From an optimization exercise on the open Yosys and OpenROAD flow, aimed at small area; shortcuts taken in it are not production practice. Only simulation tests tie the RTL to the original design; equivalence was not proved. The clock port is modelled as an ideal driver; clocking choices that lean on that would not hold on a real chip. No activity file was given, so power comes from the tool's default toggle rates.

Setup of delta:
==> flow/design.v (excerpt) <==
module processor (input clk,
                  input reset,
                  input sample_clock,
                  input [7:0] evt,
                  input [31:0] ram_dout,
                  input [31:0] osc_rom_dout,
                  output [7:0] ram_raddr,
                  output [7:0] ram_waddr,
                  output [31:0] ram_din,
                  output ram_wen,
                  output [9:0] osc_rom_raddr,
                  output clear_evt,
                  output [31:0] out);
For scale: roughly 1200 cells after synthesis, roughly 170 I/O pins, ~11000 sq um of cells after synthesis.
export LEC_CHECK = 0
export ABC_AREA = 1
export CAP_MARGIN = 20
export CORE_MARGIN = 2
export CORE_UTILIZATION = 65
export SLEW_MARGIN = 20
create_clock -name core_clock -period 20.0 [get_ports {clk}]
standard.sh (not shown) runs the stock make flow with config.mk's settings and CLKGATE_MAP_FILE= SYNTH_SCRIPT=/design/flow/synth_recipe.tcl, a recipe that flattens the netlist after the stock synthesis.
==> flow/flow/run.sh <==
#!/bin/bash
# Own layout flow: the standard flow (standard.sh) with three changes:
#  - synthesis is the standard synthesis script, except that ABC maps the logic with
#    flow/abc_deep.script (deeper area optimisation, no timing-driven buffering or upsizing)
#    in place of ORFS's abc_area.script; registers are mapped before ABC runs, so they are the
#    standard synthesis's;
#  - the port buffers are the smallest buffer (buf_1);
#  - clock tree synthesis uses clkbuf_8 only and adds no dummy loads.
# Every tool's output goes to standard_flow.log here and to ORFS's own logs under orfs/logs.
set -euo pipefail
HERE=$(pwd)
export BUFFER_PORTS_ARGS="-buffer_cell sky130_fd_sc_hd__buf_1"
export CTS_ARGS="-sink_clustering_enable -repair_clock_nets -dont_use_dummy_load -buf_list {sky130_fd_sc_hd__clkbuf_8}"
cat > "$HERE/own_synth.tcl" <<EOT
proc abc {args} {
  set i [lsearch -exact \$args -script]
  if {\$i >= 0} { lset args [expr {\$i + 1}] $HERE/flow/abc_deep.script }
  yosys abc {*}\$args
}
source $HERE/synth_recipe.tcl
EOT
sed "s#SYNTH_SCRIPT=[^ ]*#SYNTH_SCRIPT=$HERE/own_synth.tcl#" standard.sh > own_standard.sh
grep -q "SYNTH_SCRIPT=$HERE/own_synth.tcl" own_standard.sh
bash own_standard.sh > standard_flow.log 2>&1
==> flow/flow/abc_deep.script <==
strash
&get -n
&deepsyn -T 60
&put
dch -f
map -a
amap
topo
dnsize -c
--- input diff delta..gamma ---
--- a/flow/design.v
+++ b/flow/design.v
@@ -94,13 +94,13 @@
     wire is_noise  = osc == 3'd4;
     wire note_last = note == 5'd23;
     always @(posedge clk)
         if (reset) state <= INIT;
         else       state <= next_state;
     always @(*) begin
-        next_state = 6'bx;
+        next_state = INIT;
         case (state)
             INIT: next_state = WAIT;
             WAIT:
                 if (!prev_sc && sample_clock)          next_state = ORC0;
                 else if (ev_press)                     next_state = KP0;
                 else if (ev_release)                   next_state = KR0;
@@ -141,13 +141,13 @@
             FILT: next_state = RV0;
             RV0:  next_state = RV1;
             RV1:  next_state = (widx == 3'd0) ? WOH : WOIW;
             WOH:  next_state = WOII;
             WOII: next_state = WOIW;
             WOIW: next_state = WAIT;
-            default: next_state = 6'bx;
+            default: next_state = INIT;
         endcase
     end
     wire st_init = state == INIT;
     wire st_wait = state == WAIT;
     wire st_kp0  = state == KP0;
     wire st_kp1  = state == KP1;
[summary]
gamma — number of non-filler instances in the completed layout 26 higher, delta as reference
Looking at gamma and delta, the placed cell area is a wash.
On clock distribution area overhead in the final layout, gamma tracks delta almost exactly.
In the flow results for gamma and delta, the layout cell share with drive strength beyond 1 is smaller on gamma.
Relative to delta, part of the total power dissipated in the clock network decreased by 2.0 points in gamma.

---

processor with an RTL version that a note above also has.
Size in the first run: ~11000 µm² of cells after synthesis.
export LEC_CHECK = 0
export ABC_AREA = 1
export CAP_MARGIN = 20
export CORE_MARGIN = 2
export CORE_UTILIZATION = 50
export SLEW_MARGIN = 20
create_clock -name core_clock -period 20.0 [get_ports {clk}]
==> flow/flow/run.sh <==
#!/bin/bash
# Own layout flow: the standard flow (standard.sh) with three changes:
#  - synthesis is the standard synthesis script, except that ABC maps the logic with
#    flow/abc_deep.script (deeper area optimisation, no timing-driven buffering or upsizing)
#    in place of ORFS's abc_area.script; registers are mapped before ABC runs, so they are the
#    standard synthesis's;
#  - the port buffers are the smallest buffer (buf_1);
#  - clock tree synthesis uses clkbuf_8 only and adds no dummy loads; then flow/cts_down.tcl
#    turns the leaf clock buffers that can be into clkbuf_4.
# Every tool's output goes to standard_flow.log here and to ORFS's own logs under orfs/logs.
set -euo pipefail
HERE=$(pwd)
export BUFFER_PORTS_ARGS="-buffer_cell sky130_fd_sc_hd__buf_1"
export CTS_ARGS="-sink_clustering_enable -repair_clock_nets -dont_use_dummy_load -buf_list {sky130_fd_sc_hd__clkbuf_8}"
cat > "$HERE/own_synth.tcl" <<EOT
proc abc {args} {
  set i [lsearch -exact \$args -script]
  if {\$i >= 0} { lset args [expr {\$i + 1}] $HERE/flow/abc_deep.script }
  yosys abc {*}\$args
}
source $HERE/synth_recipe.tcl
EOT
sed "s#SYNTH_SCRIPT=[^ ]*#SYNTH_SCRIPT=$HERE/own_synth.tcl#" standard.sh > own_standard.sh
grep -q "SYNTH_SCRIPT=$HERE/own_synth.tcl" own_standard.sh
bash own_standard.sh cts > standard_flow_to_cts.log 2>&1
RES="$HERE/orfs/results/sky130hd/processor/base" openroad -no_init -exit "$HERE/flow/cts_down.tcl" > cts_down.log 2>&1
bash own_standard.sh > standard_flow.log 2>&1
Scripts as last shown in full above: flow/flow/abc_deep.script
Other scripts of this flow, unchanged in this note and not shown: flow/flow/cts_down.tcl
Next try:
--- a/flow/design.v
+++ b/flow/design.v
@@ -203,66 +203,66 @@
     always @(posedge clk)
         if (st_orc1 || st_mrc)      osc[2] <= ram_dout[2];
     wire [31:0] lfsr_nx = {lfsr[30:0], lfsr[1] ^ lfsr[5] ^ lfsr[6] ^ lfsr[31]};
     always @(posedge clk)
         if (st_init)                lfsr <= 32'd4190284019;
         else if (st_nr1 && is_noise) lfsr <= lfsr_nx;
     wire acc_rom   = st_nr1 && ram_dout[0] && !is_noise;
     wire acc_noise = st_nr1 && ram_dout[0] && is_noise;
     wire [31:0] smp = ({32{acc_rom}} & osc_rom_dout) | ({32{acc_noise}} & lfsr_nx);
     wire        corr   = st_nr2 && note_last && sum[36];
-    wire        dstep  = (st_mix || st_nw0 || st_nw1) && note_last;
+    wire        dstep  = ((st_lk || st_n1 || st_mix || st_nw0 || st_nw1) && note_last) || st_mout;
     wire        keep   = !st_nrs && !dstep;
     wire [36:0] addend = {{5{smp[31]}}, smp[31:5], smp[4:0] | {corr, 1'b0, corr, corr, corr}};
     reg        r0, r1, nr0, nr1, b;
-    reg [10:0] q;
+    reg [6:0]  q;
     integer i;
     always @(*) begin
         r1 = sum[36];
         r0 = rr0;
-        for (i = 10; i >= 0; i = i - 1) begin
-            b    = sum[25 + i];
+        for (i = 6; i >= 0; i = i - 1) begin
+            b    = sum[29 + i];
             q[i] = r1 | (r0 & b);
             nr0  = (~r1 & ~r0 & b) | (r1 & ~b);
             nr1  = (r0 & ~b) | (r1 & b);
             r0   = nr0;
             r1   = nr1;
         end
     end
-    wire [36:0] shifted = {r1, sum[24:0], q};
+    wire [36:0] shifted = {r1, sum[28:0], q};
     wire [36:0] base    = ({37{keep}} & sum) | ({37{dstep}} & shifted);
     always @(posedge clk)
         sum <= add37(base, addend);
     always @(posedge clk)
         if (st_nr2)     rr0 <= 1'b0;
         else if (dstep) rr0 <= r0;
     always @(posedge clk)
         if (st_init)      om <= 32'd0;
-        else if (st_filt) om <= sum[31:0];
+        else if (st_filt) om <= sum[33:2];
     always @(posedge clk)
         if (st_init)                fc[0] <= 1'b0;
         else if (st_mro || st_frc1) fc[0] <= ram_dout[0];
     always @(posedge clk)
         if (st_mro || st_frc1)      fc[1] <= ram_dout[1];
     always @(posedge clk)
         if (st_mfr) menu <= ram_dout[1:0];
     always @(posedge clk)
         if (st_init)               vol <= 3'd0;
         else if (st_mrf || st_rv1) vol <= ram_dout[2:0];
     always @(posedge clk)
         if (st_init)      hist <= 8'd52;
         else if (st_woii) hist <= (hist == 8'd211) ? 8'd52 : hist + 8'd1;
     always @(posedge clk)
         if (st_init)      widx <= 3'd0;
         else if (st_woiw) widx <= widx + 3'd1;
     wire        window = st_frc0 || st_frc1 || st_filt;
-    wire [31:0] mix    = (window && fc[0]) ? sum[31:0] : om;
+    wire [31:0] mix    = (window && fc[0]) ? sum[33:2] : om;
     wire signed [31:0] fout = fc[0] ? mix : {4'd0, om[31], om[31:5]};
     assign out = fout >>> (3'd4 - vol);
     assign osc_rom_raddr = {osc[1:0], phase[31:24]};
     wire [26:0] step = 
           ({27{note == 5'd0}} & 27'd23353758)
         | ({27{note == 5'd1}} & 27'd24785406)
         | ({27{note == 5'd2}} & 27'd26306532)
         | ({27{note == 5'd3}} & 27'd27827658)
         | ({27{note == 5'd4}} & 27'd29527740)
         | ({27{note == 5'd5}} & 27'd31227822)
- clock-buffer cell count does not change
- sequential power falls by about 1%
- synthesized area falls by 1.0%
- worst setup slack gets worse by 150 ps
- die area falls by 1.0%
- hold slack gets better by 8.8 ps
- final area falls by 0.34%

## separate check: timing with driven ports
In the flow no input, the clock included, has a driving cell. The finished layouts below were timed again as built, in two steps.
Step 1 (the two cells are an assumption about what drives the block):
set clk [get_ports {clk}]
set_driving_cell -lib_cell sky130_fd_sc_hd__clkbuf_16 $clk
set_driving_cell -lib_cell sky130_fd_sc_hd__buf_2 [delete_from_list [all_inputs] $clk]
Step 2, shift: input delay + t, output delay - t, t = (earliest + latest rising clock arrival at the registers) / 2. This alone moves slack from input paths to output paths.
Slacks: no drivers / after step 1 / after step 2; pairs: no drivers / after step 1.
| run | t, ns | setup slack, ns | hold WS [ns] | latest minus earliest clock arrival (ns) |
|---|---|---|---|---|
| delta | 0.497 | 0.639 / 0.658 / 0.160 | 0.453 / 0.453 / 0.453 | 0.045 / 0.045 |
| gamma | 0.508 | 1.044 / 1.059 / 0.556 | 0.447 / 0.447 / 0.447 | 0.041 / 0.041 |
| the first run of note 2 | 0.493 | 1.304 / 1.258 / 0.874 | 0.445 / 0.445 / 0.445 | 0.037 / 0.037 |
| the second run of note 2 | 0.493 | 1.152 / 1.173 / 0.680 | 0.454 / 0.454 / 0.454 | 0.048 / 0.048 |
After both steps setup and hold are still met in every run listed. The setup slack of gamma, which loses most, moves by +0.015 ns with the drivers and by -0.488 ns with both steps.
